Context: an optimization exercise on an open-source flow, tuned for small area. The choices shown serve that exercise and are no tape-out recipe. Function was checked by simulation only, so behaviour that the tests miss may differ from the original. Power figures rest on the tool's default switching activity, not on a simulated workload.

==> standard.sh <==
#!/bin/bash
# synth_recipe.tcl (not shown) runs the flow's synth.tcl, then flattens the netlist and writes it again
# the make line also repeats each setting of config.mk as NAME=value (left out here)
make -C /OpenROAD-flow-scripts/flow DESIGN_CONFIG=/design/flow/config.mk WORK_HOME=/design/flow/orfs CLKGATE_MAP_FILE= SYNTH_SCRIPT=/design/flow/synth_recipe.tcl "${@:-finish}"
==> flow/run.sh <==
#!/bin/bash
# Own layout flow: the standard ORFS flow (standard.sh, unchanged synthesis) with two
# layout choices changed through ORFS's own variables:
#  - port buffers use the smallest buffer cell instead of the resizer's default pick;
#  - the clock tree uses clkbuf_16 leaf buffers on clusters of up to 26 flip-flops and
#    inserts no dummy loads.
set -euo pipefail
export BUFFER_PORTS_ARGS="-buffer_cell sky130_fd_sc_hd__buf_1"
export CTS_ARGS="-sink_clustering_enable -repair_clock_nets -sink_clustering_size 30 -sink_clustering_max_diameter 100 -buf_list sky130_fd_sc_hd__clkbuf_16 -root_buf sky130_fd_sc_hd__clkbuf_8 -tree_buf sky130_fd_sc_hd__clkbuf_8 -sink_clustering_buffer sky130_fd_sc_hd__clkbuf_16 -dont_use_dummy_load"
bash standard.sh finish > standard_flow.log 2>&1
==> constraint.sdc <==
create_clock -name core_clock -period 10.0 [get_ports {clk}]
set_input_delay 2.0000 -clock core_clock [delete_from_list [all_inputs] [get_ports {clk}]]
set_output_delay 2.0000 -clock core_clock [all_outputs]
set_load 0.01 [all_outputs]
==> design.v <==
`timescale 1ns/1ps
module regs_uart (
    input  logic       clk,
    input  logic       rst,
    input  logic       wr_i,
    input  logic       rd_i,
    input  logic       rx_fifo_empty_i,
    input  logic       rx_oe,
    input  logic       rx_pe,
    input  logic       rx_fe,
    input  logic [7:0] rx_fifo_in,
    input  logic [2:0] addr_i,
    input  logic [7:0] din_i,
    output logic       tx_push_o,
    output logic       rx_pop_o,
    output logic       baud_out,
    output logic       baud_d,
    output logic       fifo_en,
    output logic [7:0] lcr,
    output logic [7:0] dout_o
);
    logic dlab;
    assign dlab = lcr[7];
    logic a0, a1, a2, a3, a5, a7;
    assign a0 = (addr_i == 3'd0);
    assign a1 = (addr_i == 3'd1);
    assign a2 = (addr_i == 3'd2);
    assign a3 = (addr_i == 3'd3);
    assign a5 = (addr_i == 3'd5);
    assign a7 = (addr_i == 3'd7);
    assign tx_push_o = wr_i & a0 & ~dlab;
    assign rx_pop_o  = rd_i & a0 & ~dlab;
    logic [7:0] rx_data;
    always_ff @(posedge clk) if (rx_pop_o | rst) rx_data <= rx_fifo_in;
    logic wr_dlsb, wr_dmsb;
    assign wr_dlsb = wr_i & a0 & dlab;
    assign wr_dmsb = wr_i & a1 & dlab;
    logic [7:0] din_r;       
    assign din_r = din_i & {8{~rst}};
    logic [7:0] dlsb, dmsb;
    always_ff @(posedge clk) if (wr_dlsb | rst) dlsb <= din_r;
    always_ff @(posedge clk) if (wr_dmsb | rst) dmsb <= din_r;
    logic dl_updated;
    always_ff @(posedge clk) dl_updated <= wr_dlsb | wr_dmsb;
    logic [15:0] baud_counter;
    logic        bc_zero;
    assign bc_zero = (baud_counter == 16'd0);
    always_ff @(posedge clk, posedge rst) begin
        if (rst)                         baud_counter <= '0;
        else if (dl_updated | bc_zero)   baud_counter <= {dmsb, dlsb};
        else                             baud_counter <= baud_counter - 16'd1;
    end
    always_ff @(posedge clk, posedge rst) begin
        if (rst) baud_out <= 1'b0;
        else     baud_out <= (|{dmsb, dlsb}) & bc_zero;
    end
    always_ff @(posedge clk) baud_d <= baud_out;
    always_ff @(posedge clk) if (wr_i & a2 | rst) fifo_en <= din_r[0];
    always_ff @(posedge clk) if (wr_i & a3 | rst) lcr <= din_r;
    logic [7:0] lcr_temp;
    always_ff @(posedge clk, posedge rst) begin
        if (rst)             lcr_temp <= '0;
        else if (rd_i & a3)  lcr_temp <= lcr;
    end
    logic lsr_dr, lsr_oe;
    always_ff @(posedge clk) begin
        lsr_dr <= ~rx_fifo_empty_i;
        lsr_oe <= rx_oe;
    end
    logic [4:0] lsr_temp;    
    always_ff @(posedge clk, posedge rst) begin
        if (rst)             lsr_temp <= '0;
        else if (rd_i & a5)  lsr_temp <= {1'b1, rx_fe, rx_pe, lsr_oe, lsr_dr};
    end
    logic [7:0] scr, scr_temp;
    always_ff @(posedge clk) if (wr_i & a7 | rst) scr <= din_r;
    always_ff @(posedge clk, posedge rst) begin
        if (rst)             scr_temp <= '0;
        else if (rd_i & a7)  scr_temp <= scr;
    end
    always_ff @(posedge clk, posedge rst) begin
        if (rst) dout_o <= '0;
        else case (addr_i)
            3'd0:    dout_o <= dlab ? dlsb : rx_data;
            3'd1:    dout_o <= dlab ? dmsb : 8'h00;
            3'd3:    dout_o <= lcr_temp;
            3'd5:    dout_o <= {1'b0, lsr_temp[4], lsr_temp[4], 1'b0, lsr_temp[3:0]};
            3'd7:    dout_o <= scr_temp;
            default: dout_o <= 8'h00;
        endcase
    end
endmodule
`timescale 1ns/1ps
module fifo_top #(
    parameter bit ZERO_HEAD = 1'b0    
) (
    input  logic       clk,
    input  logic       rst,
    input  logic       en,
    input  logic       push_in,
    input  logic       pop_in,
    input  logic [7:0] din,
    output logic [7:0] dout,
    output logic       empty,
    output logic       overrun
);
    logic [7:0] s [15];
    logic [3:0] n;
    logic       nonempty, full_t;
    logic push, pop;
    assign push = push_in & ~full_t;
    assign pop  = pop_in & nonempty;
    always_ff @(posedge clk) begin
        if (push) begin
            s[0] <= din;
            for (int i = 1; i < 15; i++) s[i] <= s[i-1];
        end
    end
    always_ff @(posedge clk, posedge rst) begin
        if (rst) begin
            n        <= 4'd0;
            nonempty <= 1'b0;
            full_t   <= 1'b0;
        end else begin
            case ({push, pop})
                2'b10: begin
                    n        <= n + 4'd1;
                    nonempty <= 1'b1;
                    full_t   <= (n == 4'd14) | ~en;
                end
                2'b01: begin
                    n        <= n - 4'd1;
                    nonempty <= (n != 4'd1) & en;
                    full_t   <= 1'b0;
                end
                default: ;
            endcase
        end
    end
    always_comb begin
        case (n)
            4'd1: dout = s[0];   4'd2: dout = s[1];   4'd3: dout = s[2];   4'd4: dout = s[3];
            4'd5: dout = s[4];   4'd6: dout = s[5];   4'd7: dout = s[6];   4'd8: dout = s[7];
            4'd9: dout = s[8];   4'd10: dout = s[9];  4'd11: dout = s[10]; 4'd12: dout = s[11];
            4'd13: dout = s[12]; 4'd14: dout = s[13]; 4'd15: dout = s[14];
            default: dout = ZERO_HEAD ? 8'h00 : s[0];
        endcase
    end
    always_ff @(posedge clk, posedge rst) begin
        if (rst) overrun <= 1'b0;
        else     overrun <= push_in & full_t;
    end
    assign empty = ~nonempty;
endmodule
`timescale 1ns / 1ps
module uart_tx_top (
    input  logic       clk,
    input  logic       rst,
    input  logic       baud_pulse,
    input  logic       baud_d,        
    input  logic       thre,
    input  logic       set_break,
    input  logic       sticky_parity,
    input  logic       eps,
    input  logic       pen,
    input  logic       stb,
    input  logic [1:0] wls,
    input  logic [7:0] din,
    output logic       pop,
    output logic       tx
);
    localparam STATE_IDLE = 2'b00;
    localparam STATE_STRT = 2'b01;
    localparam STATE_TRAN = 2'b10;
    localparam STATE_PARI = 2'b11;
    logic [1:0] state_reg;
    logic [4:0] count;
    logic [2:0] bit_count;
    logic [7:0] shift_reg;
    logic       d_parity, parity_out;
    logic cz, bz, start;
    assign cz    = (count == 5'd0);
    assign bz    = (bit_count == 3'd0);
    assign start = ~thre & cz;
    logic [4:0] stop_len;
    assign stop_len = ~stb ? 5'd15 : (wls == 2'b00) ? 5'd23 : 5'd31;
    always_ff @(posedge clk) begin
        if (rst) state_reg <= STATE_IDLE;
        else if (baud_pulse) begin
            case (state_reg)
                STATE_IDLE: if (start)       state_reg <= STATE_STRT;
                STATE_STRT: if (cz)          state_reg <= STATE_TRAN;
                STATE_TRAN: if (bz & cz)     state_reg <= pen ? STATE_PARI : STATE_IDLE;
                STATE_PARI: if (cz)          state_reg <= STATE_IDLE;
            endcase
        end
    end
    always_ff @(posedge clk, posedge rst) begin
        if (rst) count <= '0;
        else if (baud_pulse) begin
            if (!cz)                                            count <= count - 5'd1;
            else if (state_reg == STATE_PARI ||
                     (state_reg == STATE_TRAN && bz && !pen))   count <= stop_len;
            else                                                count <= 5'd15;
        end
    end
    always_ff @(posedge clk) begin
        if (baud_pulse) begin
            case (state_reg)
                STATE_IDLE: if (start)     bit_count <= {1'b1, wls};
                STATE_TRAN: if (!bz & cz)  bit_count <= bit_count - 3'd1;
                default: ;
            endcase
        end
    end
    always_ff @(posedge clk) begin
        if (baud_pulse) begin
            case (state_reg)
                STATE_IDLE: if (start)     shift_reg <= din;
                STATE_STRT: if (cz)        shift_reg <= shift_reg >> 1;
                STATE_TRAN: if (!bz & cz)  shift_reg <= shift_reg >> 1;
                default: ;
            endcase
        end
    end
    always_ff @(posedge clk) begin
        if (baud_pulse && state_reg == STATE_STRT)
            case (wls)
                2'b00: d_parity <= ^shift_reg[4:0];
                2'b01: d_parity <= ^shift_reg[5:0];
                2'b10: d_parity <= ^shift_reg[6:0];
                2'b11: d_parity <= ^shift_reg[7:0];
            endcase
    end
    always_ff @(posedge clk) begin
        if (baud_pulse && state_reg == STATE_TRAN)
            parity_out <= sticky_parity ? ~eps : (d_parity ^ ~eps);
    end
    assign pop = baud_d & (state_reg == STATE_STRT) & (count == 5'd15);
    logic tx_data;
    always_comb begin
        tx_data  = tx;
        if (baud_pulse) begin
            case (state_reg)
                STATE_IDLE: if (start) tx_data = 1'b0;
                STATE_STRT: if (cz) tx_data = shift_reg[0];
                STATE_TRAN: if (cz) tx_data = !bz ? shift_reg[0] : pen ? parity_out : 1'b1;
                STATE_PARI: if (cz) tx_data = 1'b1;
            endcase
        end
    end
    always_ff @(posedge clk, posedge rst) begin
        if (rst) tx <= 1'b1;
        else     tx <= tx_data & ~set_break;
    end
endmodule
`timescale 1ns / 1ps
module uart_rx_top (
    input  logic       clk,
    input  logic       rst,
    input  logic       baud_pulse,
    input  logic       baud_d,        
    input  logic       sticky_parity,
    input  logic       eps,
    input  logic       pen,
    input  logic [1:0] wls,
    input  logic       rx,
    output logic       push,
    output logic       pe,            
    output logic       fe,            
    output logic [7:0] data_out
);
    logic rx_reg;
    always_ff @(posedge clk) rx_reg <= rx;
    localparam STATE_IDLE = 3'b000;
    localparam STATE_STRT = 3'b001;
    localparam STATE_TRAN = 3'b010;
    localparam STATE_PARI = 3'b011;
    localparam STATE_STOP = 3'b100;
    logic [2:0] state_reg;
    logic [3:0] count;
    logic [2:0] bit_count;
    logic       pe_reg;
    logic cz, c7, c6, bz;
    assign cz = (count == 4'd0);
    assign c7 = (count == 4'd7);
    assign c6 = (count == 4'd6);
    assign bz = (bit_count == 3'd0);
    always_ff @(posedge clk) begin
        if (rst) state_reg <= STATE_IDLE;
        else if (baud_pulse) begin
            case (state_reg)
                STATE_IDLE: if (~rx_reg)       state_reg <= STATE_STRT;
                STATE_STRT: if (c7 & rx)       state_reg <= STATE_IDLE;
                            else if (cz)       state_reg <= STATE_TRAN;
                STATE_TRAN: if (bz & cz)       state_reg <= pen ? STATE_PARI : STATE_STOP;
                STATE_PARI: if (cz)            state_reg <= STATE_STOP;
                STATE_STOP: if (cz)            state_reg <= STATE_IDLE;
                default:                       state_reg <= STATE_IDLE;
            endcase
        end
    end
    always_ff @(posedge clk) begin
        if (baud_pulse) begin
            if (state_reg == STATE_IDLE || cz || (state_reg == STATE_STRT && c7 && rx))
                count <= 4'd15;
            else
                count <= count - 4'd1;
        end
    end
    always_ff @(posedge clk) begin
        if (baud_pulse) begin
            case (state_reg)
                STATE_STRT: if (cz)        bit_count <= {1'b1, wls};
                STATE_TRAN: if (!bz & cz)  bit_count <= bit_count - 3'd1;
                default: ;
            endcase
        end
    end
    always_ff @(posedge clk, posedge rst) begin
        if (rst) data_out <= '0;
        else if (baud_pulse && state_reg == STATE_TRAN && c7) begin
            case (wls)
                2'b00: data_out <= {3'b000, rx, data_out[4:1]};
                2'b01: data_out <= {2'b00,  rx, data_out[5:1]};
                2'b10: data_out <= {1'b0,   rx, data_out[6:1]};
                2'b11: data_out <= {        rx, data_out[7:1]};
            endcase
        end
    end
    always_ff @(posedge clk) begin
        if (baud_pulse && state_reg == STATE_TRAN && cz && bz)
            pe_reg <= sticky_parity ? ~(rx ^ eps) : ~^{rx, data_out, eps};
    end
    logic pe_strobe;
    assign pe_strobe = baud_d & c6 & (state_reg == STATE_PARI);
    assign push      = baud_d & c6 & (state_reg == STATE_STOP);
    always_ff @(posedge clk, posedge rst) begin
        if (rst) begin
            pe <= 1'b0;
            fe <= 1'b0;
        end else begin
            if (pe_strobe) pe <= pe_reg;
            if (push)      fe <= ~rx_reg;
        end
    end
endmodule
`timescale 1ns /1ps
module all_mod (
    input  logic       clk, rst, wr, rd,
    input  logic       rx,
    input  logic [2:0] addr,
    input  logic [7:0] din,
    output logic       tx,
    output logic [7:0] dout
);
    logic       baud_pulse, baud_d, fifo_en;
    logic [7:0] lcr;
    logic       tx_fifo_push, tx_fifo_pop, tx_fifo_empty;
    logic [7:0] tx_fifo_out;
    logic       rx_fifo_push, rx_fifo_pop, rx_fifo_empty, r_oe, r_pe, r_fe;
    logic [7:0] rx_fifo_out, rx_out;
    regs_uart uart_regs_inst (
        .clk (clk),
        .rst (rst),
        .wr_i (wr),
        .rd_i (rd),
        .rx_fifo_empty_i (rx_fifo_empty),
        .rx_oe (r_oe),
        .rx_pe (r_pe),
        .rx_fe (r_fe),
        .rx_fifo_in (rx_fifo_out),
        .addr_i (addr),
        .din_i (din),
        .tx_push_o (tx_fifo_push),
        .rx_pop_o (rx_fifo_pop),
        .baud_out (baud_pulse),
        .baud_d (baud_d),
        .fifo_en (fifo_en),
        .lcr (lcr),
        .dout_o (dout)
    );
    uart_tx_top uart_tx_inst (
        .clk (clk),
        .rst (rst),
        .baud_pulse (baud_pulse),
        .baud_d (baud_d),
        .thre (tx_fifo_empty),
        .set_break (lcr[6]),
        .sticky_parity (lcr[5]),
        .eps (lcr[4]),
        .pen (lcr[3]),
        .stb (lcr[2]),
        .wls (lcr[1:0]),
        .din (tx_fifo_out),
        .pop (tx_fifo_pop),
        .tx (tx)
    );
    fifo_top #(.ZERO_HEAD(1'b0)) tx_fifo_inst (
        .clk (clk),
        .rst (rst),
        .en (fifo_en),
        .push_in (tx_fifo_push),
        .pop_in (tx_fifo_pop),
        .din (din),
        .dout (tx_fifo_out),
        .empty (tx_fifo_empty),
        .overrun ()
    );
    uart_rx_top uart_rx_inst (
        .clk (clk),
        .rst (rst),
        .baud_pulse (baud_pulse),
        .baud_d (baud_d),
        .sticky_parity (lcr[5]),
        .eps (lcr[4]),
        .pen (lcr[3]),
        .wls (lcr[1:0]),
        .rx (rx),
        .push (rx_fifo_push),
        .pe (r_pe),
        .fe (r_fe),
        .data_out (rx_out)
    );
    fifo_top #(.ZERO_HEAD(1'b1)) rx_fifo_inst (
        .clk (clk),
        .rst (rst),
        .en (fifo_en),
        .push_in (rx_fifo_push),
        .pop_in (rx_fifo_pop),
        .din (rx_out),
        .dout (rx_fifo_out),
        .empty (rx_fifo_empty),
        .overrun (r_oe)
    );
endmodule
==> config.mk <==
export PLATFORM = sky130hd
export DESIGN_NAME = all_mod
export DESIGN_NICKNAME = all_mod
export VERILOG_FILES = /design/flow/design.v
export SDC_FILE = /design/flow/constraint.sdc
export NUM_CORES = 4
export LEC_CHECK = 0
export CAP_MARGIN = 0
export CORE_MARGIN = 2
export CORE_UTILIZATION = 40
export SLEW_MARGIN = 0
==> results of run 1 <==
[synthesized netlist by cell type, types with 9 or more instances]
library cell	count
edfxtp_1	302
nand2_1	76
dfrtp_1	74
nor2_1	64
a21oi_1	58
clkbuf_1	52
mux2_2	50
o21ai_0	44
inv_1	35
nand3_1	34
xnor2_1	31
a22oi_1	30
ha_1	28
a221oi_1	22
nor2b_1	19
mux2i_1	16
a222oi_1	13
nor3_1	13
a22o_1	11
xor2_1	11
dfxtp_1	10
o211ai_1	10
a31oi_1	9
o22ai_1	9
o31ai_1	9
[kinds of logic (layout without fill, tap and decap cells)]
| logic type | after synthesis | in the layout | share of synthesized area |
|---|---|---|---|
| mux | 72 | 72 | 0.0530 |
| compound gates | 252 | 252 | 0.107 |
| buf+inv | 103 | 97 | 0.0250 |
| fa+ha+maj | 28 | 28 | 0.0216 |
| flops | 387 | 387 | 0.689 |
| simple gates | 262 | 262 | 0.0821 |
| xor+xnor | 42 | 42 | 0.0227 |
[layer usage]
layer | global-route usage | wire, µm | vias up
li1 | - | - | 4336
met1 | 0.250 | 16700 | 4726
met2 | 0.242 | 15000 | 189
met3 | 0.0247 | 1560 | 36
met4 | 0.0347 | 538 | 4
met5 | 0 | 21 | -
[cell type report]
cell class	instances	area, µm²	area share
Clock buffer	16	367	0.0213
Inverter	37	145	0.00844
Multi-Input combinational cell	656	4640	0.270
Sequential cell	387	11100	0.648
Tap cell	525	657	0.0382
Timing Repair Buffer	44	240	0.0140
[through the flow]
step / hold slack, ns / util
after floorplan: 0.324 / -
after global placement: 0.342 / 0.423
after detailed placement: 0.331 / 0.423
after CTS: 0.365 / 0.432
after global routing: 0.380 / 0.432
final: 0.361 / 0.432
[worst paths after layout]
| check | start | endpoint | slack [ns] | cells after the start |
|---|---|---|---|---|
| worst max-delay path | addr[2] | tx_fifo_inst.s[10][4]$_DFFE_PP_ | 5.44 | 5 |
| worst min-delay path | rx_fifo_inst.overrun$_DFF_PP0_ | uart_regs_inst.lsr_oe$_DFF_P_ | 0.36 | 0 |
| worst max register to register | uart_regs_inst.lcr[7]$_DFFE_PP_ | tx_fifo_inst.s[10][4]$_DFFE_PP_ | 6.55 | 4 |
| worst min register to register | rx_fifo_inst.overrun$_DFF_PP0_ | uart_regs_inst.lsr_oe$_DFF_P_ | 0.36 | 0 |
| max in group asynchronous | rst | uart_regs_inst.baud_counter[4]$_DFF_PP0_ | 7.30 | 4 |
| min in group asynchronous | rst | uart_tx_inst.count[3]$_DFFE_PP0P_ | 1.63 | 3 |
[critical path, delay by kind of cell]
kind	cells	cell delay, ns
buffers and inverters	3	1.66
AND/OR/NAND/NOR	2	1.06
[power by group through the flow]
| stage | sequential [mW] | combinational [mW] | clock, mW |
|---|---|---|---|
| 2_1_floorplan | 1.91 | 0.515 | 0 |
| 3_3_place_gp | 1.95 | 0.713 | 0 |
| 3_5_place_dp | 1.95 | 0.719 | 0 |
| 4_1_cts | 1.91 | 0.722 | 0.748 |
| 5_1_grt | 1.93 | 0.796 | 0.798 |
| 6_report | 1.92 | 0.713 | 0.720 |
==> impl_metrics.prom, run 1 <==
# TYPE chip_impl_metric gauge
chip_impl_metric{name="largest_net_degree_at_the_start_of_global_routing",unit=""} 94
chip_impl_metric{name="cell_internal_pwr",unit="mW"} 2.36
chip_impl_metric{name="cts.reportedPaths.clkPinSlew",unit="ns"} 0.10
chip_impl_metric{name="critical-path-max-stage-delay",unit="ns"} 0.83
chip_impl_metric{name="finalPower",unit="mW"} 3.35
chip_impl_info{name="setup.worst_path.end_class",value="flop"} 1
chip_impl_metric{name="post_drt_via_cell_ratio",unit=""} 5.58
chip_impl_metric{name="switching_power_as_a_share_of_total_power",unit=""} 0.295
chip_impl_metric{name="synthToLayoutAreaGrowth",unit="%"} 6.29
chip_impl_info{name="worst-setup-path-type",value="input pin to flop"} 1
chip_impl_metric{name="final_area",unit="µm²"} 17200
chip_impl_metric{name="ant_nets",unit=""} 0
chip_impl_metric{name="grt_pass1_vias",unit=""} 9076
chip_impl_metric{name="report.final.slew_viol_count",unit=""} 0
chip_impl_metric{name="timing.final.crit_period",unit="ns"} 4.56
chip_impl_metric{name="dr_total_vias",unit=""} 9291
chip_impl_metric{name="die_width",unit="µm"} 205
chip_impl_metric{name="p_seq_frac",unit=""} 0.572
chip_impl_metric{name="final_critical_path_setup_slack",unit="ns"} 5.44
chip_impl_metric{name="count_of_h_tree_levels_built_during_cts",unit=""} 1
chip_impl_metric{name="finish_stage_setup_viols",unit=""} 0
chip_impl_info{name="synth.area.top_cells",value="edfxtp_1 56%, dfrtp_1 11%, mux2_2 3.5%"} 1
chip_impl_info{name="layout.cells.most_common_list",value="302 x edfxtp_1, 76 x nand2_1, 74 x dfrtp_1"} 1
chip_impl_info{name="list_of_cells_traversed_by_the_critical_path",value="buf_1 -> nor4_1 -> nand3b_1 -> inv_4 -> buf_4"} 1
chip_impl_metric{name="drc",unit=""} 0
chip_impl_metric{name="syn_nets",unit=""} 1190
chip_impl_metric{name="n_antenna_cell",unit=""} 0
chip_impl_metric{name="power_density",unit="nW/µm²"} 195
chip_impl_metric{name="synth-edff-count",unit=""} 302
chip_impl_metric{name="place.detailed.instances",unit=""} 1649
chip_impl_metric{name="netSwitchingPower",unit="mW"} 0.989
chip_impl_info{name="startpoint_type",value="input pin"} 1
chip_impl_metric{name="clk_path_buf_depth",unit=""} 3
chip_impl_metric{name="actual_slew_at_the_worst_max_slew_pin",unit="ns"} 1.15
chip_impl_metric{name="tritoncts.num_buffers",unit=""} 16
chip_impl_info{name="mostFrequentLayoutCell",value="edfxtp_1"} 1
chip_impl_metric{name="synthesis.yosys.warnings",unit=""} 7
chip_impl_metric{name="asyncSetResetFlopFracSynth",unit=""} 0.194
chip_impl_metric{name="placement_rows",unit=""} 73
chip_impl_metric{name="drt-pass1-iter-count",unit=""} 6
chip_impl_metric{name="grt_overflow_total",unit=""} 0
chip_impl_metric{name="pwr-share-comb",unit=""} 0.213
chip_impl_info{name="worstHoldPathType",value="flop to flop"} 1
chip_impl_metric{name="power_share_of_the_clock_group",unit=""} 0.215
chip_impl_metric{name="port-buffer-count",unit=""} 24
chip_impl_metric{name="post_layout_nonfiller_instances",unit=""} 1665
chip_impl_metric{name="cp.arrival",unit="ns"} 4.76
chip_impl_metric{name="final.fill_count",unit=""} 3669
chip_impl_metric{name="max-slew-margin-rel",unit=""} 0.232
chip_impl_metric{name="achievable-frequency",unit="GHz"} 0.219
chip_impl_metric{name="pre_cts_ws",unit="ns"} 4.83
chip_impl_metric{name="antenna_found_initial",unit=""} 2
chip_impl_info{name="largestRegisters",value="rx_fifo_inst.s: 120 flops, tx_fifo_inst.s: 120 flops, uart_regs_inst.baud_counter: 16 flops"} 1
chip_impl_metric{name="fin_tns_setup",unit="ns"} 0
chip_impl_metric{name="routed_wl",unit="µm"} 33800
chip_impl_metric{name="synth_largest_type_area_fraction",unit=""} 0.560
chip_impl_metric{name="cts.repair.resized",unit=""} 0
chip_impl_metric{name="placement.cell_area",unit="µm²"} 16800
chip_impl_metric{name="tritoncts_num_sinks",unit=""} 387
chip_impl_info{name="synthDominantAreaCellType",value="edfxtp_1"} 1
chip_impl_metric{name="post_synth_inst_count",unit=""} 1146
chip_impl_metric{name="netlist_area",unit="µm²"} 16200
chip_impl_metric{name="ir_drop",unit="mV"} 0.141
chip_impl_info{name="tritoncts",value="yes"} 1
chip_impl_metric{name="grt.total_usage",unit=""} 0.162
chip_impl_metric{name="dp_hpwl",unit="µm"} 21400
chip_impl_metric{name="hold_buffers",unit=""} 0
chip_impl_metric{name="die-area",unit="µm²"} 42100
chip_impl_info{name="ys_dominant_reg_cell",value="edfxtp_1"} 1
chip_impl_metric{name="boundaryPins",unit=""} 25
chip_impl_metric{name="min_period_over_period",unit=""} 0.456
chip_impl_metric{name="worstPathMaxFanout",unit=""} 74
chip_impl_metric{name="share_of_the_yosys_chip_area_belonging_to_registers",unit=""} 0.689
chip_impl_metric{name="post-cts-setup-buffer-count",unit=""} 0
chip_impl_info{name="cts.root.buffer_cell",value="clkbuf_8"} 1
chip_impl_metric{name="clock_skew",unit="ns"} 0.0383
chip_impl_info{name="setup_repair_after_global_routing_missed_its_margin",value="false"} 1
chip_impl_metric{name="layout.nets",unit=""} 1186
chip_impl_metric{name="synth-seq-cells",unit=""} 387
chip_impl_metric{name="post_drt_wl_per_cell",unit="µm"} 20.3
chip_impl_metric{name="core",unit="µm²"} 39800
chip_impl_metric{name="leakage",unit="nW"} 5.76
chip_impl_metric{name="post_synth_num_cell_types",unit=""} 62
chip_impl_metric{name="start_util",unit=""} 0.406
chip_impl_metric{name="die_h",unit="µm"} 205
chip_impl_metric{name="finalWeightedCongestion",unit=""} 0.793
chip_impl_metric{name="grt_pass1_wl",unit="µm"} 53600
chip_impl_metric{name="required",unit="ns"} 10.20
chip_impl_metric{name="post_route_cells_drive_above_1_share",unit=""} 0.0912
chip_impl_info{name="crit_slowest_cell",value="buf_4"} 1
chip_impl_metric{name="report.final.hold_viol_count",unit=""} 0
chip_impl_metric{name="drt-initial-drc-count",unit=""} 828
chip_impl_info{name="run_status",value="no timing/DRC/antenna violations"} 1
chip_impl_metric{name="maxCapViolCount",unit=""} 0
chip_impl_metric{name="clk_latency",unit="ns"} 0.60
chip_impl_metric{name="synth.avg_cell_area",unit="µm²"} 14.1
==> run 2, diff against run 1 <==
--- a/config.mk
+++ b/config.mk
@@ -7,5 +7,6 @@
 export LEC_CHECK = 0
-export CAP_MARGIN = 0
+export CAP_MARGIN = 20
 export CORE_MARGIN = 2
 export CORE_UTILIZATION = 40
-export SLEW_MARGIN = 0
+export GPL_TIMING_DRIVEN = 0
+export SLEW_MARGIN = 20
==> run 2 against run 1 <==
Against the previous run: flip-flop and latch count is the same; critical path type unchanged; worst setup slack improved by 0.36 ns; first-iteration DRC count is 30% higher; global-route usage grew 1.5 points; wire length up 11%.
==> impl_metrics.prom, run 2 <==
# TYPE chip_impl_metric gauge
chip_impl_metric{name="dp_hpwl",unit="µm"} 25100
chip_impl_metric{name="hold_path_depth",unit=""} 0
chip_impl_metric{name="grt_pass1_wl",unit="µm"} 57100
chip_impl_metric{name="synth_largest_type_area_fraction",unit=""} 0.560
chip_impl_metric{name="tritoncts_num_sinks",unit=""} 387
chip_impl_metric{name="ff2ff_setup_slack",unit="ns"} 6.93
chip_impl_info{name="reg2reg_from",value="rx_fifo_inst.n[0]$_DFFE_PP0P_"} 1
chip_impl_info{name="ys_top_cells_by_count",value="302 x edfxtp_1, 76 x nand2_1, 74 x dfrtp_1"} 1
chip_impl_metric{name="die_width",unit="µm"} 205
chip_impl_metric{name="maxCapViolCount",unit=""} 0
chip_impl_metric{name="report.final.hold_viol_count",unit=""} 0
chip_impl_info{name="cts.root.buffer_cell",value="clkbuf_8"} 1
chip_impl_metric{name="min_period_over_period",unit=""} 0.420
chip_impl_metric{name="syn_nets",unit=""} 1190
chip_impl_info{name="worst-setup-path-type",value="input pin to flop"} 1
chip_impl_metric{name="drt-pass1-iter-count",unit=""} 8
chip_impl_metric{name="drt-initial-drc-count",unit=""} 1080
chip_impl_metric{name="dr_total_vias",unit=""} 9843
chip_impl_metric{name="tritoncts.num_buffers",unit=""} 17
chip_impl_metric{name="finalWeightedCongestion",unit=""} 0.843
chip_impl_metric{name="die_h",unit="µm"} 205
chip_impl_metric{name="post_synth_num_cell_types",unit=""} 62
chip_impl_metric{name="layout.nets",unit=""} 1234
chip_impl_metric{name="required",unit="ns"} 10.19
chip_impl_info{name="setup_repair_after_global_routing_missed_its_margin",value="false"} 1
chip_impl_info{name="worst_hold_path.endpoint",value="uart_regs_inst.lsr_oe$_DFF_P_"} 1
chip_impl_metric{name="die-area",unit="µm²"} 42100
chip_impl_metric{name="fin_tns_setup",unit="ns"} 0
chip_impl_metric{name="final_area",unit="µm²"} 17400
chip_impl_metric{name="netlist_area",unit="µm²"} 16200
chip_impl_info{name="synthMostInstantiatedCell",value="edfxtp_1"} 1
chip_impl_metric{name="core",unit="µm²"} 39800
chip_impl_metric{name="hold_buffers",unit=""} 0
chip_impl_metric{name="place.detailed.instances",unit=""} 1696
chip_impl_metric{name="placement.cell_area",unit="µm²"} 17000
chip_impl_metric{name="worstPathMaxFanout",unit=""} 84
chip_impl_info{name="run_status",value="no timing/DRC/antenna violations"} 1
chip_impl_metric{name="ant_nets",unit=""} 0
chip_impl_metric{name="cts.reportedPaths.clkPinSlew",unit="ns"} 0.11
chip_impl_metric{name="leakage",unit="nW"} 5.81
chip_impl_metric{name="power_density",unit="nW/µm²"} 196
chip_impl_metric{name="drc",unit=""} 0
chip_impl_metric{name="share_of_the_yosys_chip_area_belonging_to_registers",unit=""} 0.689
chip_impl_metric{name="start_util",unit=""} 0.406
chip_impl_metric{name="post_synth_inst_count",unit=""} 1146
chip_impl_metric{name="synth-seq-cells",unit=""} 387
chip_impl_info{name="layout.cells.most_common_list",value="302 x edfxtp_1, 76 x nand2_1, 74 x dfrtp_1"} 1
chip_impl_metric{name="synth.avg_cell_area",unit="µm²"} 14.1
chip_impl_metric{name="ir_drop",unit="mV"} 0.104
chip_impl_metric{name="count_of_h_tree_levels_built_during_cts",unit=""} 1
chip_impl_metric{name="port-buffer-count",unit=""} 21
chip_impl_metric{name="routed_wl",unit="µm"} 37300
chip_impl_metric{name="max-slew-margin-rel",unit=""} 0.280
chip_impl_metric{name="report.final.slew_viol_count",unit=""} 0
chip_impl_metric{name="post_drt_via_cell_ratio",unit=""} 5.75
chip_impl_metric{name="clk_latency",unit="ns"} 0.60
chip_impl_metric{name="synthesis.yosys.warnings",unit=""} 7
chip_impl_metric{name="synth-edff-count",unit=""} 302
chip_impl_metric{name="grt.total_usage",unit=""} 0.177
chip_impl_info{name="worstHoldPathType",value="flop to flop"} 1
chip_impl_metric{name="finish_stage_setup_viols",unit=""} 0
chip_impl_metric{name="post_route_cells_drive_above_1_share",unit=""} 0.0808
chip_impl_info{name="synthDominantAreaCellType",value="edfxtp_1"} 1
chip_impl_metric{name="timing.final.crit_period",unit="ns"} 4.20
chip_impl_info{name="ys_dominant_reg_cell",value="edfxtp_1"} 1
chip_impl_metric{name="post_drt_wl_per_cell",unit="µm"} 21.8
chip_impl_info{name="synth.area.top_cells",value="edfxtp_1 56%, dfrtp_1 11%, mux2_2 3.5%"} 1
chip_impl_info{name="largestRegisters",value="rx_fifo_inst.s: 120 flops, tx_fifo_inst.s: 120 flops, uart_regs_inst.baud_counter: 16 flops"} 1
chip_impl_metric{name="clk_path_buf_depth",unit=""} 3
chip_impl_metric{name="post_layout_nonfiller_instances",unit=""} 1713
chip_impl_metric{name="grt_pass1_vias",unit=""} 9551
chip_impl_info{name="setup.worst_path.end_class",value="flop"} 1
chip_impl_metric{name="boundaryPins",unit=""} 25
chip_impl_info{name="tritoncts",value="yes"} 1
chip_impl_metric{name="post-cts-setup-buffer-count",unit=""} 0
chip_impl_metric{name="actual_slew_at_the_worst_max_slew_pin",unit="ns"} 1.07
chip_impl_info{name="timing.hold.worst.start",value="rx_fifo_inst.overrun$_DFF_PP0_"} 1
chip_impl_metric{name="placement_rows",unit=""} 73
chip_impl_info{name="startpoint_type",value="input pin"} 1
chip_impl_metric{name="cts.repair.resized",unit=""} 0
chip_impl_metric{name="ff2ff_path_depth",unit=""} 6
chip_impl_metric{name="asyncSetResetFlopFracSynth",unit=""} 0.194
chip_impl_info{name="crit-reg2reg-capture",value="uart_regs_inst.rx_data[3]$_DFFE_PP_"} 1
chip_impl_metric{name="antenna_found_initial",unit=""} 2
chip_impl_metric{name="clock_skew",unit="ns"} 0.0643
chip_impl_metric{name="grt_overflow_total",unit=""} 0
chip_impl_metric{name="n_antenna_cell",unit=""} 0
chip_impl_info{name="mostFrequentLayoutCell",value="edfxtp_1"} 1
chip_impl_metric{name="synthToLayoutAreaGrowth",unit="%"} 7.68
chip_impl_metric{name="achievable-frequency",unit="GHz"} 0.238
chip_impl_metric{name="largest_net_degree_at_the_start_of_global_routing",unit=""} 85
chip_impl_metric{name="cp.arrival",unit="ns"} 4.39
==> run 2: cell counts after synthesis <==
Identical to the previous run, type by type.
==> run 2: per-stage QoR <==
step | total power [mW] | setup WS [ns] | hold WS (ns) | util
2_1_floorplan | 2.43 | 4.34 | 0.324 | -
3_3_place_gp | 2.69 | 2.74 | 0.328 | 0.425
3_5_place_dp | 2.71 | 5.18 | 0.330 | 0.428
4_1_cts | 3.44 | 5.78 | 0.357 | 0.438
5_1_grt | 3.58 | 5.59 | 0.372 | 0.438
6_report | 3.42 | 5.80 | 0.354 | 0.438
==> run 2: worst max-delay path, cell delays in order <==
cell,delay (ns)
buf_2,0.18
buf_1,0.26
nor4_1,0.83
nand3b_1,0.33
inv_6,0.37
buf_16,0.38
==> run 2: metal layers <==
metal,vias up,wire length (µm),global-route usage
met5,-,27,0
met4,4,805,0.0455
met3,60,2280,0.0253
met2,355,17100,0.275
met1,4985,17100,0.261
li1,4439,-,-
==> run 2: cell families after synthesis <==
| family | Yosys count | synth area share |
|---|---|---|
| simple gates | 262 | 0.0821 |
| buf+inv | 103 | 0.0250 |
| flops | 387 | 0.689 |
| mux | 72 | 0.0530 |
| xor+xnor | 42 | 0.0227 |
| fa+ha+maj | 28 | 0.0216 |
| compound gates | 252 | 0.107 |
==> run 2: layout make-up <==
cell class	instances	area, µm²
clock buffers	17	392
flip-flops and latches	387	11100
multi-input cells	656	4640
well taps	525	657
inverters	37	154
plain buffers	66	265
repair buffers	25	166
fillers	3672	22400
==> run 2: where the power goes <==
group	internal (mW)	switching (mW)	leakage [nW]
Clock	0.279	0.462	0.194
Sequential	1.82	0.0757	3.76
Combinational	0.271	0.505	1.86
Total	2.37	1.04	5.81
==> run 2: worst max-delay path by stage <==
| stage | startpoint | endpoint | slack [ns] | cells past startpoint |
|---|---|---|---|---|
| after CTS | addr[0] | tx_fifo_inst.s[6][5]$_DFFE_PP_ | 5.78 | 6 |
| after global routing | addr[0] | tx_fifo_inst.s[6][5]$_DFFE_PP_ | 5.59 | 6 |
| after floorplan | addr[0] | tx_fifo_inst.s[0][0]$_DFFE_PP_ | 4.34 | 5 |
| after global placement | addr[0] | tx_fifo_inst.s[12][1]$_DFFE_PP_ | 2.74 | 5 |
| after detailed placement | addr[0] | tx_fifo_inst.s[14][1]$_DFFE_PP_ | 5.18 | 6 |
| final | addr[0] | tx_fifo_inst.s[6][5]$_DFFE_PP_ | 5.80 | 6 |
==> run 3, diff against run 2 <==
--- a/config.mk
+++ b/config.mk
@@ -7,6 +7,8 @@
 export LEC_CHECK = 0
-export CAP_MARGIN = 20
+export CAP_MARGIN = 10
 export CORE_MARGIN = 2
 export CORE_UTILIZATION = 40
-export GPL_TIMING_DRIVEN = 0
-export SLEW_MARGIN = 20
+export CTS_BUF_LIST = sky130_fd_sc_hd__clkbuf_16
+export CTS_CLUSTER_DIAMETER = 100
+export CTS_CLUSTER_SIZE = 26
+export SLEW_MARGIN = 10
==> run 3 against run 2 <==
Against the previous run: still clean on timing, DRC and antenna; synthesized cell count is the same; worst setup slack worse by 0.36 ns; wire length shrank 9.5%; die area unchanged; final area fell by 1.3%; total power decreased by 2.0%; critical path type unchanged; largest power group unchanged.
==> impl_metrics.prom, run 3 <==
# TYPE chip_impl_metric gauge
chip_impl_metric{name="post_drt_via_cell_ratio",unit=""} 5.58
chip_impl_metric{name="core",unit="µm²"} 39800
chip_impl_info{name="ys_top_cells_by_count",value="302 x edfxtp_1, 76 x nand2_1, 74 x dfrtp_1"} 1
chip_impl_metric{name="placement.cell_area",unit="µm²"} 16800
chip_impl_metric{name="asyncSetResetFlopFracSynth",unit=""} 0.194
chip_impl_metric{name="synth_largest_type_area_fraction",unit=""} 0.560
chip_impl_metric{name="ant_nets",unit=""} 0
chip_impl_metric{name="final_area",unit="µm²"} 17200
chip_impl_info{name="worstHoldPathType",value="flop to flop"} 1
chip_impl_metric{name="netSwitchingPower",unit="mW"} 0.989
chip_impl_metric{name="grt.total_usage",unit=""} 0.162
chip_impl_metric{name="actual_slew_at_the_worst_max_slew_pin",unit="ns"} 1.15
chip_impl_metric{name="post_synth_num_cell_types",unit=""} 62
chip_impl_info{name="synthDominantAreaCellType",value="edfxtp_1"} 1
chip_impl_metric{name="n_antenna_cell",unit=""} 0
chip_impl_metric{name="routed_wl",unit="µm"} 33800
chip_impl_metric{name="synth-seq-cells",unit=""} 387
chip_impl_metric{name="grt_pass1_wl",unit="µm"} 53600
chip_impl_metric{name="report.final.hold_viol_count",unit=""} 0
chip_impl_metric{name="worstPathMaxFanout",unit=""} 74
chip_impl_metric{name="antenna_found_initial",unit=""} 2
chip_impl_metric{name="drc",unit=""} 0
chip_impl_metric{name="post_synth_inst_count",unit=""} 1146
chip_impl_info{name="list_of_cells_traversed_by_the_critical_path",value="buf_1 -> nor4_1 -> nand3b_1 -> inv_4 -> buf_4"} 1
chip_impl_metric{name="syn_nets",unit=""} 1190
chip_impl_metric{name="drt-pass1-iter-count",unit=""} 6
chip_impl_metric{name="final_critical_path_setup_slack",unit="ns"} 5.44
chip_impl_info{name="layout.cells.most_common_list",value="302 x edfxtp_1, 76 x nand2_1, 74 x dfrtp_1"} 1
chip_impl_info{name="cts.root.buffer_cell",value="clkbuf_8"} 1
chip_impl_metric{name="cts.reportedPaths.clkPinSlew",unit="ns"} 0.10
chip_impl_info{name="largestRegisters",value="rx_fifo_inst.s: 120 flops, tx_fifo_inst.s: 120 flops, uart_regs_inst.baud_counter: 16 flops"} 1
chip_impl_metric{name="max-slew-margin-rel",unit=""} 0.232
chip_impl_metric{name="tritoncts.num_buffers",unit=""} 16
chip_impl_metric{name="cell_internal_pwr",unit="mW"} 2.36
chip_impl_metric{name="timing.final.crit_period",unit="ns"} 4.56
chip_impl_info{name="run_status",value="no timing/DRC/antenna violations"} 1
chip_impl_metric{name="p_seq_frac",unit=""} 0.572
chip_impl_metric{name="die-area",unit="µm²"} 42100
chip_impl_metric{name="grt_pass1_vias",unit=""} 9076
chip_impl_metric{name="place.detailed.instances",unit=""} 1649
chip_impl_metric{name="synth.avg_cell_area",unit="µm²"} 14.1
chip_impl_metric{name="layout.core_utilization",unit=""} 0.432
chip_impl_metric{name="cp.arrival",unit="ns"} 4.76
chip_impl_metric{name="pwr-share-comb",unit=""} 0.213
chip_impl_metric{name="netlist_area",unit="µm²"} 16200
chip_impl_metric{name="hold_buffers",unit=""} 0
chip_impl_metric{name="cts.repair.resized",unit=""} 0
chip_impl_metric{name="required",unit="ns"} 10.20
chip_impl_metric{name="tritoncts_num_sinks",unit=""} 387
chip_impl_metric{name="report.final.slew_viol_count",unit=""} 0
chip_impl_metric{name="die_h",unit="µm"} 205
chip_impl_info{name="crit_slowest_cell",value="buf_4"} 1
chip_impl_metric{name="drt-initial-drc-count",unit=""} 828
chip_impl_metric{name="maxCapViolCount",unit=""} 0
chip_impl_metric{name="placement_rows",unit=""} 73
chip_impl_info{name="critical_path.top_delay_family",value="buffers and inverters"} 1
chip_impl_info{name="synthMostInstantiatedCell",value="edfxtp_1"} 1
chip_impl_info{name="tritoncts",value="yes"} 1
chip_impl_metric{name="count_of_h_tree_levels_built_during_cts",unit=""} 1
chip_impl_metric{name="port-buffer-count",unit=""} 24
chip_impl_metric{name="min_period_over_period",unit=""} 0.456
chip_impl_metric{name="synthesis.yosys.warnings",unit=""} 7
chip_impl_metric{name="clock_skew",unit="ns"} 0.0383
chip_impl_metric{name="dp_hpwl",unit="µm"} 21400
chip_impl_metric{name="post_drt_wl_per_cell",unit="µm"} 20.3
chip_impl_metric{name="die_width",unit="µm"} 205
chip_impl_metric{name="critical-path-max-stage-delay",unit="ns"} 0.83
chip_impl_info{name="ys_dominant_reg_cell",value="edfxtp_1"} 1
chip_impl_metric{name="worstPathBufferInverterCount",unit=""} 3
chip_impl_metric{name="boundaryPins",unit=""} 25
chip_impl_metric{name="post-cts-setup-buffer-count",unit=""} 0
chip_impl_metric{name="post_layout_nonfiller_instances",unit=""} 1665
chip_impl_metric{name="share_of_the_yosys_chip_area_belonging_to_registers",unit=""} 0.689
chip_impl_metric{name="switching_power_as_a_share_of_total_power",unit=""} 0.295
chip_impl_metric{name="dr_total_vias",unit=""} 9291
chip_impl_metric{name="grt_overflow_total",unit=""} 0
chip_impl_metric{name="start_util",unit=""} 0.406
chip_impl_metric{name="ir_drop",unit="mV"} 0.141
chip_impl_info{name="startpoint_type",value="input pin"} 1
chip_impl_metric{name="leakage",unit="nW"} 5.76
chip_impl_metric{name="layout.nets",unit=""} 1186
chip_impl_metric{name="final.fill_count",unit=""} 3669
chip_impl_metric{name="finalHoldWorstSlack",unit="ns"} 0.361
chip_impl_metric{name="synth-edff-count",unit=""} 302
chip_impl_metric{name="post_route_cells_drive_above_1_share",unit=""} 0.0912
chip_impl_metric{name="synthToLayoutAreaGrowth",unit="%"} 6.29
chip_impl_metric{name="finish_stage_setup_viols",unit=""} 0
chip_impl_metric{name="pre_cts_ws",unit="ns"} 4.83
chip_impl_info{name="setup.worst_path.end_class",value="flop"} 1
chip_impl_info{name="setup_repair_after_global_routing_missed_its_margin",value="false"} 1
chip_impl_metric{name="power_share_of_the_clock_group",unit=""} 0.215
chip_impl_info{name="mostFrequentLayoutCell",value="edfxtp_1"} 1
chip_impl_info{name="synth.area.top_cells",value="edfxtp_1 56%, dfrtp_1 11%, mux2_2 3.5%"} 1
chip_impl_metric{name="clk_latency",unit="ns"} 0.60
chip_impl_metric{name="clk_path_buf_depth",unit=""} 3
chip_impl_metric{name="largest_net_degree_at_the_start_of_global_routing",unit=""} 94
chip_impl_metric{name="fin_tns_setup",unit="ns"} 0
chip_impl_metric{name="power_density",unit="nW/µm²"} 195
chip_impl_metric{name="finalPower",unit="mW"} 3.35
chip_impl_metric{name="finalWeightedCongestion",unit=""} 0.793
chip_impl_info{name="worst-setup-path-type",value="input pin to flop"} 1
chip_impl_metric{name="achievable-frequency",unit="GHz"} 0.219
[run 3: changes by cell type in the layout (fill, tap and decap cells not counted), sizes merged]
| cell | delta |
|---|---|
| buf | +5 |
| clkbuf | -53 |
[run 3: final cells by class]
cell class,instances,area [µm²],area share
multi-input combinational,656,4640,0.270
sequential,387,11100,0.648
timing repair buffer,44,240,0.0140
clock buffer,16,367,0.0213
inverter,37,145,0.00844
tap,525,657,0.0382
[run 3: kinds of logic (layout without fill, tap and decap cells)]
family	after synthesis	after routing	share of synthesized area
fa+ha+maj	28	28	0.0216
xor+xnor	42	42	0.0227
flops	387	387	0.689
compound gates	252	252	0.107
simple gates	262	262	0.0821
mux	72	72	0.0530
buf+inv	103	97	0.0250
[run 3: metal layers]
| layer | global-route usage | wire length [µm] | vias to the layer above |
|---|---|---|---|
| met3 | 0.0247 | 1560 | 36 |
| met1 | 0.250 | 16700 | 4726 |
| met5 | 0 | 21 | - |
| li1 | - | - | 4336 |
| met2 | 0.242 | 15000 | 189 |
| met4 | 0.0347 | 538 | 4 |
[run 3: final timing paths]
| path | to | cells past startpoint | slack [ns] | startpoint |
|---|---|---|---|---|
| setup / recovery | tx_fifo_inst.s[10][4]$_DFFE_PP_ | 5 | 5.44 | addr[2] |
| hold / removal | uart_regs_inst.lsr_oe$_DFF_P_ | 0 | 0.36 | rx_fifo_inst.overrun$_DFF_PP0_ |
| setup reg to reg | tx_fifo_inst.s[10][4]$_DFFE_PP_ | 4 | 6.55 | uart_regs_inst.lcr[7]$_DFFE_PP_ |
| hold reg to reg | uart_regs_inst.lsr_oe$_DFF_P_ | 0 | 0.36 | rx_fifo_inst.overrun$_DFF_PP0_ |
| max in group asynchronous | uart_regs_inst.baud_counter[4]$_DFF_PP0_ | 4 | 7.30 | rst |
| min in group asynchronous | uart_tx_inst.count[3]$_DFFE_PP0P_ | 3 | 1.63 | rst |
[run 3: power by group through the flow]
stage               combinational [mW]  sequential [mW]  clock, mW
global placement                 0.713             1.95          0
detailed placement               0.719             1.95          0
global route                     0.796             1.93      0.798
floorplan                        0.515             1.91          0
CTS                              0.722             1.91      0.748
finish                           0.713             1.92      0.720
==> run 4, diff against run 3 <==
==> run.sh (new file) <==
#!/bin/bash
# synth_recipe.tcl (not shown) runs the flow's synth.tcl, then flattens the netlist and writes it again
# the make line also repeats each setting of config.mk as NAME=value (left out here)
make -C /OpenROAD-flow-scripts/flow DESIGN_CONFIG=/design/flow/config.mk WORK_HOME=/design/flow/orfs CLKGATE_MAP_FILE= SYNTH_SCRIPT=/design/flow/synth_recipe.tcl finish
--- a/config.mk
+++ b/config.mk
@@ -7,3 +7,3 @@
 export LEC_CHECK = 0
-export CAP_MARGIN = 10
+export CAP_MARGIN = 20
 export CORE_MARGIN = 2
@@ -13,2 +13,2 @@
 export CTS_CLUSTER_SIZE = 26
-export SLEW_MARGIN = 10
+export SLEW_MARGIN = 20
removed: flow/run.sh
removed: standard.sh
==> run 4 against run 3 <==
Against the previous run: worst setup slack lost 0.29 ns; register-to-register slack improved by 0.37 ns; still clean; first-iteration DRC count grew 12%.
==> impl_metrics.prom, run 4 <==
# TYPE chip_impl_metric gauge
chip_impl_metric{name="post_synth_inst_count",unit=""} 1146
chip_impl_metric{name="cp.arrival",unit="ns"} 5.00
chip_impl_metric{name="min_period_over_period",unit=""} 0.485
chip_impl_metric{name="core",unit="µm²"} 39800
chip_impl_metric{name="finalWeightedCongestion",unit=""} 0.845
chip_impl_metric{name="finish_stage_setup_viols",unit=""} 0
chip_impl_metric{name="clk_path_buf_depth",unit=""} 3
chip_impl_info{name="synth.area.top_cells",value="edfxtp_1 56%, dfrtp_1 11%, mux2_2 3.5%"} 1
chip_impl_info{name="worst-setup-path-type",value="input pin to flop"} 1
chip_impl_info{name="synthMostInstantiatedCell",value="edfxtp_1"} 1
chip_impl_info{name="layout.cells.most_common_list",value="302 x edfxtp_1, 76 x nand2_1, 74 x dfrtp_1"} 1
chip_impl_metric{name="clk_latency",unit="ns"} 0.52
chip_impl_metric{name="port-buffer-count",unit=""} 24
chip_impl_metric{name="die_width",unit="µm"} 205
chip_impl_metric{name="share_of_the_yosys_chip_area_belonging_to_registers",unit=""} 0.689
chip_impl_metric{name="final.fill_count",unit=""} 3634
chip_impl_metric{name="grt.total_usage",unit=""} 0.161
chip_impl_metric{name="synth_largest_type_area_fraction",unit=""} 0.560
chip_impl_metric{name="ant_nets",unit=""} 0
chip_impl_metric{name="report.final.hold_viol_count",unit=""} 0
chip_impl_metric{name="synth.avg_cell_area",unit="µm²"} 14.1
chip_impl_metric{name="place.detailed.instances",unit=""} 1645
chip_impl_info{name="largestRegisters",value="rx_fifo_inst.s: 120 flops, tx_fifo_inst.s: 120 flops, uart_regs_inst.baud_counter: 16 flops"} 1
chip_impl_metric{name="placement_rows",unit=""} 73
chip_impl_metric{name="post_synth_num_cell_types",unit=""} 62
chip_impl_metric{name="netlist_area",unit="µm²"} 16200
chip_impl_metric{name="cts.reportedPaths.clkPinSlew",unit="ns"} 0.10
chip_impl_metric{name="synthesis.yosys.warnings",unit=""} 7
chip_impl_metric{name="synthToLayoutAreaGrowth",unit="%"} 8.13
chip_impl_metric{name="largest_net_degree_at_the_start_of_global_routing",unit=""} 98
chip_impl_metric{name="dp_hpwl",unit="µm"} 21800
chip_impl_metric{name="synth-edff-count",unit=""} 302
chip_impl_metric{name="report.final.slew_viol_count",unit=""} 0
chip_impl_metric{name="die-area",unit="µm²"} 42100
chip_impl_metric{name="asyncSetResetFlopFracSynth",unit=""} 0.194
chip_impl_metric{name="cts.repair.resized",unit=""} 0
chip_impl_metric{name="ir_drop",unit="mV"} 0.119
chip_impl_metric{name="hold_buffers",unit=""} 0
chip_impl_metric{name="start_util",unit=""} 0.406
chip_impl_metric{name="post_layout_nonfiller_instances",unit=""} 1678
chip_impl_metric{name="n_antenna_cell",unit=""} 0
chip_impl_info{name="tritoncts",value="yes"} 1
chip_impl_metric{name="synth_simple_gate_area_frac",unit=""} 0.0821
chip_impl_metric{name="boundaryPins",unit=""} 25
chip_impl_metric{name="worstPathMaxFanout",unit=""} 97
chip_impl_info{name="worstHoldPathType",value="flop to flop"} 1
chip_impl_metric{name="synthXorXnorAreaFrac",unit=""} 0.0227
chip_impl_metric{name="syn_nets",unit=""} 1190
chip_impl_metric{name="leakage",unit="nW"} 5.93
chip_impl_metric{name="layout.nets",unit=""} 1185
chip_impl_info{name="synth_top_family_by_area",value="compound AO/OA/AOI/OAI gates"} 1
chip_impl_metric{name="post-cts-setup-buffer-count",unit=""} 0
chip_impl_metric{name="fin_tns_setup",unit="ns"} 0
chip_impl_info{name="startpoint_type",value="input pin"} 1
chip_impl_metric{name="max-slew-margin-rel",unit=""} 0.292
chip_impl_metric{name="power_density",unit="nW/µm²"} 198
chip_impl_info{name="setup.worst_path.end_class",value="flop"} 1
chip_impl_metric{name="maxCapViolCount",unit=""} 0
chip_impl_metric{name="post_drt_wl_per_cell",unit="µm"} 20.2
chip_impl_metric{name="dr_total_vias",unit=""} 9407
chip_impl_metric{name="drt-initial-drc-count",unit=""} 930
chip_impl_metric{name="required",unit="ns"} 10.16
chip_impl_metric{name="synth.mux.area_fraction",unit=""} 0.0530
chip_impl_metric{name="post_route_cells_drive_above_1_share",unit=""} 0.0919
chip_impl_metric{name="antenna_found_initial",unit=""} 2
chip_impl_metric{name="synth_compound_area_frac",unit=""} 0.107
chip_impl_metric{name="achievable-frequency",unit="GHz"} 0.206
chip_impl_info{name="mostFrequentLayoutCell",value="edfxtp_1"} 1
chip_impl_metric{name="drt-pass1-iter-count",unit=""} 7
chip_impl_metric{name="actual_slew_at_the_worst_max_slew_pin",unit="ns"} 1.06
chip_impl_info{name="ys_top_cells_by_count",value="302 x edfxtp_1, 76 x nand2_1, 74 x dfrtp_1"} 1
chip_impl_info{name="cts.root.buffer_cell",value="clkbuf_16"} 1
chip_impl_info{name="ys_dominant_reg_cell",value="edfxtp_1"} 1
chip_impl_metric{name="count_of_h_tree_levels_built_during_cts",unit=""} 1
chip_impl_metric{name="routed_wl",unit="µm"} 33800
chip_impl_metric{name="synthAdderAreaFrac",unit=""} 0.0216
chip_impl_info{name="setup_repair_after_global_routing_missed_its_margin",value="false"} 1
chip_impl_info{name="run_status",value="no timing/DRC/antenna violations"} 1
chip_impl_metric{name="die_h",unit="µm"} 205
chip_impl_metric{name="layout.core_utilization",unit=""} 0.439
chip_impl_metric{name="grt_pass1_wl",unit="µm"} 53300
chip_impl_metric{name="grt_overflow_total",unit=""} 0
chip_impl_metric{name="synth-seq-cells",unit=""} 387
chip_impl_metric{name="grt_pass1_vias",unit=""} 9268
chip_impl_metric{name="tritoncts.num_buffers",unit=""} 18
chip_impl_metric{name="drc",unit=""} 0
chip_impl_metric{name="timing.final.crit_period",unit="ns"} 4.85
chip_impl_metric{name="post_drt_via_cell_ratio",unit=""} 5.61
chip_impl_metric{name="tritoncts_num_sinks",unit=""} 387
chip_impl_info{name="synthDominantAreaCellType",value="edfxtp_1"} 1
chip_impl_metric{name="clock_skew",unit="ns"} 0.0129
[run 4: metrics by stage]
| stage | instance area, µm² | power (mW) | hold slack (ns) | setup slack, ns |
|---|---|---|---|---|
| after global routing | 17500 | 3.63 | 0.389 | 5.01 |
| after floorplan | 16200 | 2.43 | 0.324 | 4.34 |
| final | 17500 | 3.46 | 0.366 | 5.15 |
| after CTS | 17500 | 3.50 | 0.369 | 4.93 |
| after detailed placement | 17000 | 2.67 | 0.340 | 4.35 |
| after global placement | 17000 | 2.67 | 0.330 | 4.59 |
[run 4: where the power goes]
group | leakage [nW] | switching [mW] | internal (mW)
Sequential | 3.76 | 0.0877 | 1.82
Clock | 0.302 | 0.476 | 0.349
Combinational | 1.87 | 0.444 | 0.276
[run 4: area by class of cell]
type,instances,area [µm²],share of cell area
clock buffers,19,475,0.0272
clock inverters,13,50.0,0.00286
inverters,37,145,0.00829
multi-input cells,656,4650,0.266
flip-flops and latches,387,11100,0.637
well taps,525,657,0.0375
repair buffers,41,373,0.0213
[run 4: logic make-up after synthesis]
group | Yosys count
AOI/OAI and AO/OA | 252
xor gates and xnor gates | 42
adders and majority gates | 28
buffers and inverters | 103
DFF | 387
muxes | 72
and+or+nand+nor | 262
[run 4: metal layers]
metal | up-vias | global-route usage | part of all wire
met5 | - | 0 | 0.00080
met1 | 4805 | 0.242 | 0.48
li1 | 4347 | - | -
met3 | 38 | 0.0245 | 0.048
met4 | 4 | 0.0242 | 0.013
met2 | 213 | 0.252 | 0.46
[run 4: critical path, cell delays in order]
cell and delay [ns]:
clkdlybuf4s50_1 0.85, nor4_1 0.71, nand3b_1 0.33, inv_4 0.33, buf_6 0.70
[run 4: path summary, 6_finish.rpt]
check,slack (ns),to,from,cells after the start
worst max-delay path,5.15,tx_fifo_inst.s[10][4]$_DFFE_PP_,addr[1],5
worst min-delay path,0.37,uart_regs_inst.lsr_oe$_DFF_P_,rx_fifo_inst.overrun$_DFF_PP0_,0
worst max register to register,6.92,tx_fifo_inst.s[10][4]$_DFFE_PP_,uart_regs_inst.lcr[7]$_DFFE_PP_,4
worst min register to register,0.37,uart_regs_inst.lsr_oe$_DFF_P_,rx_fifo_inst.overrun$_DFF_PP0_,0
max in group asynchronous,6.59,tx_fifo_inst.n[0]$_DFFE_PP0P_,rst,3
min in group asynchronous,2.21,uart_regs_inst.scr_temp[7]$_DFFE_PP0P_,rst,2

[static timing again, ports no longer ideal]
How much do the figures lean on ideal ports? The routed layouts below were timed once more, with nothing changed but the port constraints.
Step 1: set_driving_cell puts a clkbuf_16 on clk and a buf_2 on each other input, an assumption about the parent block.
Step 2 times the ports against the registers' clock, not the clock port: input delays grow and output delays shrink by t, the midpoint of the rising clock arrivals with the driver on.
Three values: ideal ports, drivers, drivers and shift; two values: the first two.
| run | t, ns | setup WS [ns] | worst setup path after step 2 | latest minus earliest clock arrival (ns) | worst data-port slew with drivers (ns) |
|---|---|---|---|---|---|
| run 1 | 0.631 | 5.440 / 5.466 / 4.834 | input to register | 0.040 / 0.039 | 0.09 |
| run 2 | 0.621 | 5.798 / 5.830 / 5.209 | input to register | 0.065 / 0.065 | 0.09 |
| run 3 | 0.631 | 5.440 / 5.466 / 4.834 | input to register | 0.040 / 0.039 | 0.09 |
| run 4 | 0.567 | 5.155 / 5.184 / 4.617 | input to register | 0.015 / 0.014 | 0.09 |
After both steps setup and hold are still met in every run listed.
